From an optimization exercise on the open Yosys and OpenROAD flow, aimed at small area and a short achievable clock period; shortcuts taken in it are not production practice. Only simulation tests tie the RTL to the original design; equivalence was not proved. Power is estimated from default activity; no workload was simulated.

Design schoolbook, start of the top module:
module schoolbook(clk, rst, a, b, c);
input clk;
input rst;
input [282:0] a;
input [282:0] b;
output [565:0] c;
reg  [282:0] am;
reg  [282:0] hi;
reg  [282:0] lo;
reg  [8:0]   count;
reg          first;
reg          done;
wire         bn = first ? b[1] : lo[1];
wire [282:0] g0 = hi & am;
wire [282:0] p0 = hi ^ am;
wire g1_1 = g0[1] | (p0[1] & g0[0]);
wire p1_1 = p0[1] & p0[0];
wire g1_3 = g0[3] | (p0[3] & g0[2]);
wire p1_3 = p0[3] & p0[2];
wire g1_5 = g0[5] | (p0[5] & g0[4]);
wire p1_5 = p0[5] & p0[4];
wire g1_7 = g0[7] | (p0[7] & g0[6]);
wire p1_7 = p0[7] & p0[6];
wire g1_9 = g0[9] | (p0[9] & g0[8]);
wire p1_9 = p0[9] & p0[8];
wire g1_11 = g0[11] | (p0[11] & g0[10]);
wire p1_11 = p0[11] & p0[10];
wire g1_13 = g0[13] | (p0[13] & g0[12]);
wire p1_13 = p0[13] & p0[12];
wire g1_15 = g0[15] | (p0[15] & g0[14]);
wire p1_15 = p0[15] & p0[14];
wire g1_17 = g0[17] | (p0[17] & g0[16]);
wire p1_17 = p0[17] & p0[16];
wire g1_19 = g0[19] | (p0[19] & g0[18]);
wire p1_19 = p0[19] & p0[18];
wire g1_21 = g0[21] | (p0[21] & g0[20]);
wire p1_21 = p0[21] & p0[20];
wire g1_23 = g0[23] | (p0[23] & g0[22]);
wire p1_23 = p0[23] & p0[22];
wire g1_25 = g0[25] | (p0[25] & g0[24]);
wire p1_25 = p0[25] & p0[24];
wire g1_27 = g0[27] | (p0[27] & g0[26]);
wire p1_27 = p0[27] & p0[26];
wire g1_29 = g0[29] | (p0[29] & g0[28]);
wire p1_29 = p0[29] & p0[28];
wire g1_31 = g0[31] | (p0[31] & g0[30]);
wire p1_31 = p0[31] & p0[30];
wire g1_33 = g0[33] | (p0[33] & g0[32]);
wire p1_33 = p0[33] & p0[32];
wire g1_35 = g0[35] | (p0[35] & g0[34]);
wire p1_35 = p0[35] & p0[34];
wire g1_37 = g0[37] | (p0[37] & g0[36]);
wire p1_37 = p0[37] & p0[36];
wire g1_39 = g0[39] | (p0[39] & g0[38]);
wire p1_39 = p0[39] & p0[38];
wire g1_41 = g0[41] | (p0[41] & g0[40]);
wire p1_41 = p0[41] & p0[40];
wire g1_43 = g0[43] | (p0[43] & g0[42]);
wire p1_43 = p0[43] & p0[42];
wire g1_45 = g0[45] | (p0[45] & g0[44]);
wire p1_45 = p0[45] & p0[44];
wire g1_47 = g0[47] | (p0[47] & g0[46]);
wire p1_47 = p0[47] & p0[46];
wire g1_49 = g0[49] | (p0[49] & g0[48]);
  ...
For scale: roughly 3700 cells after synthesis, about 860 flip-flops, roughly 1100 I/O pins.
==> flow/config.mk <==
export PLATFORM = sky130hd
export DESIGN_NAME = schoolbook
export DESIGN_NICKNAME = schoolbook
export VERILOG_FILES = /design/flow/design.v
export SDC_FILE = /design/flow/constraint.sdc
export NUM_CORES = 4
export LEC_CHECK = 0
export CAP_MARGIN = 20
export CORE_AREA = 5 5 395 395
export DIE_AREA = 0 0 400 400
export PLACE_DENSITY = 0.6
export SLEW_MARGIN = 40
==> flow/constraint.sdc <==
create_clock -name core_clock -period 14.0 [get_ports {clk}]
set_input_delay 2.8000 -clock core_clock [delete_from_list [all_inputs] [get_ports {clk}]]
set_output_delay 2.8000 -clock core_clock [all_outputs]
set_load 0.01 [all_outputs]
standard.sh (not shown) runs the stock make flow with config.mk's settings and CLKGATE_MAP_FILE= SYNTH_SCRIPT=/design/flow/synth_recipe.tcl, a recipe that flattens the netlist after the stock synthesis.
==> flow/flow/run.sh <==
#!/bin/bash
set -euo pipefail
bash standard.sh SETUP_SLACK_MARGIN=9.5 BUFFER_PORTS_ARGS="-buffer_cell sky130_fd_sc_hd__buf_1" finish > standard.log 2>&1
Next try:
==> flow/flow/run.sh (replaced) <==
#!/bin/bash
set -euo pipefail
bash standard.sh SETUP_SLACK_MARGIN=9.75 BUFFER_PORTS_ARGS="-buffer_cell sky130_fd_sc_hd__buf_1" CTS_ARGS="-sink_clustering_enable -repair_clock_nets -dont_use_dummy_load -sink_clustering_size 25 -sink_clustering_max_diameter 100" finish > standard.log 2>&1
--- a/flow/config.mk
+++ b/flow/config.mk
@@ -11 +11 @@
-export PLACE_DENSITY = 0.6
+export PLACE_DENSITY = 0.35
What happened:
- global-route usage climbs by 0.25 points
- critical path depth climbs by 1
- power drops by roughly a tenth
- fmax climbs by a few percent
Next try:
==> flow/flow/run.sh (replaced) <==
#!/bin/bash
set -euo pipefail
bash standard.sh SETUP_SLACK_MARGIN=9.75 BUFFER_PORTS_ARGS="-buffer_cell sky130_fd_sc_hd__buf_1" finish > standard.log 2>&1
Result: Total power is higher by about a fifth; count of clock-buffer cells in the layout climbs by 122; wire length came out higher slightly; cell count went up by a few percent.
Next try:
==> flow/flow/run.sh (replaced) <==
#!/bin/bash
set -euo pipefail
bash standard.sh SETUP_SLACK_MARGIN=9.85 BUFFER_PORTS_ARGS="-buffer_cell sky130_fd_sc_hd__buf_1" CTS_ARGS="-sink_clustering_enable -repair_clock_nets -dont_use_dummy_load" finish > standard.log 2>&1
Outcome:
- The new run completed with no timing, DRC or antenna violations
- non-clock buffer count goes up by 148
- clock-buffer cell count goes down by 61
- power is about the same
- worst setup slack gets better by 20 ps
- register-to-register slack stays flat
- sequential power barely changes
- fmax goes up by 0.47%
- cell area goes up by 3.7%
- via count goes up by 0.87%
- combinational power goes up by 9.7%
- clock power goes down by 10%
Next try:
==> flow/flow/run.sh (replaced) <==
#!/bin/bash
set -euo pipefail
bash standard.sh SETUP_SLACK_MARGIN=10 BUFFER_PORTS_ARGS="-buffer_cell sky130_fd_sc_hd__buf_1" finish > standard.log 2>&1
--- a/flow/config.mk
+++ b/flow/config.mk
@@ -9,0 +10,2 @@
+export CTS_CLUSTER_DIAMETER = 60
+export CTS_CLUSTER_SIZE = 30
@@ -11 +13 @@
-export PLACE_DENSITY = 0.35
+export PLACE_DENSITY = 0.6
- clock power climbs by roughly a tenth
- utilization climbs by 3.0 points
- synthesized cell count is unchanged
- total power climbs by roughly a tenth
- setup slack got worse by 200 ps
- wire length climbs slightly
- non-clock buffer count climbs by 252
- combinational power climbs by about a fifth
Next try:
==> flow/flow/run.sh (replaced) <==
#!/bin/bash
set -euo pipefail
bash standard.sh SETUP_SLACK_MARGIN=9 BUFFER_PORTS_ARGS="-buffer_cell sky130_fd_sc_hd__buf_1" finish > standard.log 2>&1
--- a/flow/config.mk
+++ b/flow/config.mk
@@ -9,4 +9,2 @@
-export CORE_AREA = 5 5 395 395
-export CTS_CLUSTER_DIAMETER = 60
-export CTS_CLUSTER_SIZE = 30
-export DIE_AREA = 0 0 400 400
+export CORE_MARGIN = 2
+export CORE_UTILIZATION = 50
Result: The new run ended with an error in I/O pin placement, error PPL-0024. Synthesized area is unchanged. Synthesized cell count is unchanged.

* * *

## try-quartz
schoolbook again, from the RTL that the note above started with.
export LEC_CHECK = 0
export CAP_MARGIN = 20
export CORE_AREA = 5 5 395 395
export DIE_AREA = 0 0 400 400
export PLACE_DENSITY = 0.6
export SLEW_MARGIN = 40
create_clock -name core_clock -period 14.0 [get_ports {clk}]
==> flow/flow/run.sh <==
#!/bin/bash
set -euo pipefail
bash standard.sh SETUP_SLACK_MARGIN=10 BUFFER_PORTS_ARGS="-buffer_cell sky130_fd_sc_hd__buf_1" finish > standard.log 2>&1
The following lists how try-harbor was set up differently from try-quartz:
==> flow/flow/run.sh <==
#!/bin/bash
set -euo pipefail
bash standard.sh SETUP_SLACK_MARGIN=9.75 BUFFER_PORTS_ARGS="-buffer_cell sky130_fd_sc_hd__buf_1" CTS_ARGS="-sink_clustering_enable -repair_clock_nets -dont_use_dummy_load -sink_clustering_size 30 -sink_clustering_max_diameter 100" finish > standard.log 2>&1
--- a/flow/config.mk
+++ b/flow/config.mk
@@ -9,4 +9,4 @@
 export CORE_AREA = 5 5 395 395
 export DIE_AREA = 0 0 400 400
-export PLACE_DENSITY = 0.6
+export PLACE_DENSITY = 0.35
 export SLEW_MARGIN = 40
## What came out
try-harbor vs. try-quartz: proportion of power drawn by combinational gates went down by 1.0 points. Global router's overall resource usage essentially unchanged between try-quartz and try-harbor. try-harbor reports its biggest power consumer among the groups as sequential cells while try-quartz reports combinational cells. Row clock insertion delay at the later pin of the skew report: try-harbor lower / try-quartz higher. [compare] base=try-quartz new=try-harbor: post-route worst setup slack moved up; overall routed net length decreased by about 2.4% relative to the old numbers; cell count lower; transition time at the pin with the least slew margin fell by 110 ps; power density over the cells now smaller. try-harbor vs try-quartz: maximum frequency up by a few percent.
Modified inputs, try-raven compared to try-harbor
==> flow/flow/run.sh <==
#!/bin/bash
set -euo pipefail
bash standard.sh SETUP_SLACK_MARGIN=9.75 BUFFER_PORTS_ARGS="-buffer_cell sky130_fd_sc_hd__buf_1" CTS_ARGS="-sink_clustering_enable -repair_clock_nets -dont_use_dummy_load" finish > standard.log 2>&1
--- outcome ---
try-harbor -> try-raven: combinational logic power flat
The power density normalized to cell area in try-raven sits 12 nW/um^2 above the value recorded for try-harbor.
Comparing try-harbor and try-raven, the lower switching power share of the total is on try-raven.
Delta (try-raven minus try-harbor): count of clock-buffer cells in the layout picked up an extra 61; non-clock buffer count went up by 4; footprint of the multi-input gates has remained practically unchanged; via count moved up.
Looking at count of fill cells added during filler insertion, try-raven sits about 0.8% below try-harbor.
As far as die outline width goes, try-harbor and try-raven are indistinguishable; the numbers are identical.
The following lists how try-willow was set up differently from try-raven:
--- a/flow/config.mk
+++ b/flow/config.mk
@@ -9,4 +9,5 @@
 export CORE_AREA = 5 5 395 395
 export DIE_AREA = 0 0 400 400
+export GPL_ROUTABILITY_DRIVEN = 0
 export PLACE_DENSITY = 0.35
 export SLEW_MARGIN = 40
==> comparison <==
- try-willow vs. try-raven: clock tree cell share of total cell area roughly the same, die outline width roughly the same, power roughly the same, worst slew slack as a fraction of its limit lower.
- Worst path setup slack after routing: try-raven vs try-willow — no meaningful difference
- Total clock buffers created by CTS in try-willow vs try-raven: up 1
- Having completed the whole flow, try-willow delivered a layout that passed the timing, DRC and antenna checks.
- Non-clock buffer count for try-willow is lower than for try-raven.
What try-lagoon does differently from try-willow at the input level:
==> flow/flow/run.sh <==
#!/bin/bash
set -euo pipefail
bash standard.sh SETUP_SLACK_MARGIN=9.75 BUFFER_PORTS_ARGS="-buffer_cell sky130_fd_sc_hd__buf_1" finish > standard.log 2>&1
--- a/flow/config.mk
+++ b/flow/config.mk
@@ -9,5 +9,4 @@
 export CORE_AREA = 5 5 395 395
 export DIE_AREA = 0 0 400 400
-export GPL_ROUTABILITY_DRIVEN = 0
-export PLACE_DENSITY = 0.35
+export PLACE_DENSITY = 0.6
 export SLEW_MARGIN = 40
## What came out
After detailed routing, try-willow needs less wire than try-lagoon.
On max-slew headroom at the worst pin, try-lagoon does worse than try-willow.
Global-route total usage across every layer delta for try-lagoon relative to try-willow: 0.38 points lower
Going from try-willow to try-lagoon, global-route wire length before repair shrank by 4500 um; portion of total power attributed to sequential cells shrank by 1.6 points.
Overall power of the completed layout came out higher on try-lagoon than on try-willow.

* * *

Setup of run A:
schoolbook again, from the RTL that the note above started with.
Settings: LEC_CHECK=0, CAP_MARGIN=20, CORE_AREA=5 5 395 395, DIE_AREA=0 0 400 400, PLACE_DENSITY=0.6, SLEW_MARGIN=40; clock period 14.0 ns.
==> flow/flow/run.sh <==
#!/bin/bash
set -euo pipefail
bash standard.sh SETUP_SLACK_MARGIN=9 BUFFER_PORTS_ARGS="-buffer_cell sky130_fd_sc_hd__buf_1" finish > standard.log 2>&1
diff inputs: run A => run B
==> flow/flow/run.sh <==
#!/bin/bash
set -euo pipefail
bash standard.sh SETUP_SLACK_MARGIN=9.75 BUFFER_PORTS_ARGS="-buffer_cell sky130_fd_sc_hd__buf_1" finish > standard.log 2>&1
-- flow/config.mk --
<<< run A, line 10
export DIE_AREA = 0 0 400 400
export PLACE_DENSITY = 0.6
export SLEW_MARGIN = 40
>>> run B, line 10
export DIE_AREA = 0 0 400 400
export PLACE_DENSITY = 0.28
export SLEW_MARGIN = 40
==> comparison <==
Run A has lower number of antenna violations at the first check in global routing than run B. The final reports for run B and run A show switching part of the total lower in the former. When run B is measured against run A, its portion of total power attributed to sequential cells turns out 2.0 points lower.
Inputs modified between run B and run C:
==> flow/flow/run.sh <==
#!/bin/bash
set -euo pipefail
bash standard.sh SETUP_SLACK_MARGIN=9.75 BUFFER_PORTS_ARGS="-buffer_cell sky130_fd_sc_hd__buf_1" CTS_ARGS="-sink_clustering_enable -repair_clock_nets -dont_use_dummy_load -sink_clustering_size 30 -sink_clustering_max_diameter 80" finish > standard.log 2>&1
-- flow/config.mk --
<<< run B, line 10
export DIE_AREA = 0 0 400 400
export PLACE_DENSITY = 0.28
export SLEW_MARGIN = 40
>>> run C, line 10
export DIE_AREA = 0 0 400 400
export PLACE_DENSITY = 0.35
export SLEW_MARGIN = 40
Setup slack: run C less than run B. For run C, the startpoint of the most critical setup path was hi[244]$_DFFE_PN_, unlike run B, where it was hi[214]$_DFFE_PN_. Compared with run B, run C shows a power that is about 11% lower. Compared with run B, in run C wire length after detailed routing did not really move, global routing usage on met3 saw an increase. The met2 global-route usage in run C was lower than what run B gave. On minimum hold slack: between run C and run B, it ends up higher for run B. [compare] base=run B new=run C: power of the combinational group now smaller; final area went down 3.8%. Maximum clock rate across run C and run B: no real change.
[inputs] run D vs run C
==> flow/run.sh (new file) <==
#!/bin/bash
# synth_recipe.tcl (not shown) runs the flow's synth.tcl, then flattens the netlist and writes it again
# the make line also repeats each setting of config.mk as NAME=value (left out here)
make -C /OpenROAD-flow-scripts/flow DESIGN_CONFIG=/design/flow/config.mk WORK_HOME=/design/flow/orfs CLKGATE_MAP_FILE= SYNTH_SCRIPT=/design/flow/synth_recipe.tcl finish
-- flow/config.mk --
<<< run C, line 11
export PLACE_DENSITY = 0.35
export SLEW_MARGIN = 40
>>> run D, line 11
export PLACE_DENSITY = 0.35
export SETUP_SLACK_MARGIN = 5
export SLEW_MARGIN = 40
removed: flow/flow/run.sh
removed: flow/standard.sh
## What came out
Re final critical-path required period: run D and run C aren't equal, and the lower value belongs to run C. Between run D and run C, total wire length is lower for run C, run D comes in above that. Relative to run C, met3 track demand over resource increased by 1.4 points in run D.

* * *

## north
Starting RTL as in the previous note.
==> flow/config.mk <==
export PLATFORM = sky130hd
export DESIGN_NAME = schoolbook
export DESIGN_NICKNAME = schoolbook
export VERILOG_FILES = /design/flow/design.v
export SDC_FILE = /design/flow/constraint.sdc
export NUM_CORES = 4
export LEC_CHECK = 0
export CAP_MARGIN = 20
export CORE_AREA = 5 5 395 395
export CTS_BUF_LIST = sky130_fd_sc_hd__clkbuf_8
export DIE_AREA = 0 0 400 400
export PLACE_DENSITY = 0.6
export SLEW_MARGIN = 40
==> flow/constraint.sdc <==
create_clock -name core_clock -period 14.0 [get_ports {clk}]
set_input_delay 2.8000 -clock core_clock [delete_from_list [all_inputs] [get_ports {clk}]]
set_output_delay 2.8000 -clock core_clock [all_outputs]
set_load 0.01 [all_outputs]
==> flow/flow/run.sh <==
#!/bin/bash
set -euo pipefail
bash standard.sh SETUP_SLACK_MARGIN=9.5 BUFFER_PORTS_ARGS="-buffer_cell sky130_fd_sc_hd__buf_1" finish > standard.log 2>&1
north went all the way through synthesis, placement and routing and the layout is clean on timing, DRC and antenna.
For south, these inputs were changed with respect to north:
# north
export LEC_CHECK = 0
export CAP_MARGIN = 20
export CORE_AREA = 5 5 395 395
export CTS_BUF_LIST = sky130_fd_sc_hd__clkbuf_8
export DIE_AREA = 0 0 400 400
export PLACE_DENSITY = 0.6
export SLEW_MARGIN = 40
create_clock -name core_clock -period 14.0 [get_ports {clk}]
# south
export LEC_CHECK = 0
export CAP_MARGIN = 20
export CORE_AREA = 5 5 395 395
export DIE_AREA = 0 0 400 400
export PLACE_DENSITY = 0.45
export SLEW_MARGIN = 40
create_clock -name core_clock -period 14.0 [get_ports {clk}]
==> flow/flow/run.sh <==
#!/bin/bash
set -euo pipefail
bash standard.sh SETUP_SLACK_MARGIN=9.75 BUFFER_PORTS_ARGS="-buffer_cell sky130_fd_sc_hd__buf_1" finish > standard.log 2>&1
Findings:
Total power for south: 480 uW up relative to north
Relative to north, share of total power in the clock network increased by 2.3 points in south.
For the layout clock buffer count, south came in 47 lower than north did.
south against north: floorplan die area level, post-synthesis to final-layout area growth moved up.
In the reports for north and south, the larger wire length on met2 belongs to south.
Across both runs, period utilization was lower for south than for north.
Relative to north, worst setup slack has increased by 260 ps in south.
First element of the critical path: hi[245] -> south, lo[280] -> north
After detailed routing, north needs more wire than south.
| design area | higher: south |
north has a lower core occupancy in the finished layout than south.
--- input diff south..east ---
# south
export LEC_CHECK = 0
export CAP_MARGIN = 20
export CORE_AREA = 5 5 395 395
export DIE_AREA = 0 0 400 400
export PLACE_DENSITY = 0.45
export SLEW_MARGIN = 40
create_clock -name core_clock -period 14.0 [get_ports {clk}]
# east
export LEC_CHECK = 0
export CAP_MARGIN = 20
export CORE_AREA = 5 5 395 395
export DIE_AREA = 0 0 400 400
export PLACE_DENSITY = 0.35
export SLEW_MARGIN = 40
export TNS_END_PERCENT = 30
create_clock -name core_clock -period 14.0 [get_ports {clk}]
==> flow/flow/run.sh <==
#!/bin/bash
set -euo pipefail
bash standard.sh SETUP_SLACK_MARGIN=9.75 BUFFER_PORTS_ARGS="-buffer_cell sky130_fd_sc_hd__buf_1" CTS_ARGS="-sink_clustering_enable -repair_clock_nets -dont_use_dummy_load" finish > standard.log 2>&1
Findings:
east was carried through to the last stage, and its layout satisfied the timing, DRC and antenna checks.
Going from south to east, final estimated routing congestion in global placement shrinks by 0.011.
Power dissipated in the clock network was higher in south than in east.
Taking south as the reference, in east time the final worst path needs with I/O delays and setup +62 ps; final worst-path cycle share has increased; global-route wire length before repair increased by 5.0 mm relative to the old numbers; worst-case setup margin in the final layout down 62 ps; post-placement worst setup slack moved up.
From south to east the numbers moved as follows: flip-flop and latch share of the layout cell area +1.7 points, non-filler instance count after layout dropped 130, total power down 6.8%, design area shrank by 4.0%.
## Diff of input files: west against east
# east
export LEC_CHECK = 0
export CAP_MARGIN = 20
export CORE_AREA = 5 5 395 395
export DIE_AREA = 0 0 400 400
export PLACE_DENSITY = 0.35
export SLEW_MARGIN = 40
export TNS_END_PERCENT = 30
create_clock -name core_clock -period 14.0 [get_ports {clk}]
# west
export LEC_CHECK = 0
export CAP_MARGIN = 20
export CORE_AREA = 5 5 395 395
export DIE_AREA = 0 0 400 400
export PLACE_DENSITY = 0.35
export SLEW_MARGIN = 20
create_clock -name core_clock -period 14.0 [get_ports {clk}]
## What came out
The final layout from west, which completed every stage, passed the timing, DRC and antenna checks at the end of the flow.
First-iteration DRC count delta for west relative to east: 1.1% lower
Per the comparison of west with east, met1 routing resource usage after global routing decreased 0.75 points, worst setup slack increased 95 ps.
west: area growth from synthesis to final layout 0.70 points above east
Looking at west and east, the clock power is a wash.
Maximum number of pins on one net before global-route repair in west is 61 above east.
Looking at west and east, the detail-routed via count per cell is a wash.
east and west ended up with roughly the same worst hold slack.
east → west: via count about even; portion of total power attributed to sequential cells fell 0.4 points; wire length of the first global-routing pass about even.

-- what the ideal ports hide --
How much do the figures lean on ideal ports? The routed layouts below were timed once more, with nothing changed but the port constraints. Step 1: set_driving_cell puts a clkbuf_16 on clk and a buf_2 on each other input, an assumption about the parent block. Step 2 also shifts input and output timing later by t, the mid clock arrival at the registers, as if the neighbouring blocks saw the same clock. Slacks: ideal ports / drivers / drivers and shift; pairs: ideal ports / drivers.
run	t (ns)	setup WS [ns]	worst register clock-pin slew, ns
the first run of note 1	0.763	9.494 / 9.418 / 8.815	0.07 / 0.07
the second run of note 1	0.744	9.708 / 9.623 / 9.220	0.12 / 0.12
the third run of note 1	0.792	9.730 / 9.645 / 9.236	0.06 / 0.06
the fourth run of note 1	0.776	9.750 / 9.666 / 9.218	0.06 / 0.06
the fifth run of note 1	0.781	9.553 / 9.483 / 9.359	0.09 / 0.09
try-quartz	0.787	9.646 / 9.571 / 9.346	0.07 / 0.07
try-harbor	0.731	9.749 / 9.663 / 9.322	0.12 / 0.12
try-raven	0.770	9.753 / 9.670 / 9.210	0.06 / 0.06
try-willow	0.783	9.751 / 9.667 / 9.150	0.06 / 0.06
try-lagoon	0.760	9.620 / 9.545 / 9.188	0.07 / 0.07
run A	0.756	9.289 / 9.217 / 8.824	0.07 / 0.07
run B	0.805	9.730 / 9.645 / 9.031	0.06 / 0.06
run C	0.747	9.721 / 9.636 / 9.222	0.10 / 0.10
run D	0.788	8.635 / 8.635 / 8.635	0.06 / 0.06
north	0.950	9.465 / 9.386 / 8.748	0.07 / 0.07
south	0.793	9.721 / 9.639 / 9.216	0.06 / 0.06
east	0.770	9.659 / 9.575 / 9.252	0.06 / 0.06
west	0.774	9.754 / 9.672 / 9.114	0.06 / 0.06
After both steps setup and hold are still met in every run listed. The setup slack of north, which loses most, moves by -0.079 ns with the drivers and by -0.717 ns with both steps.
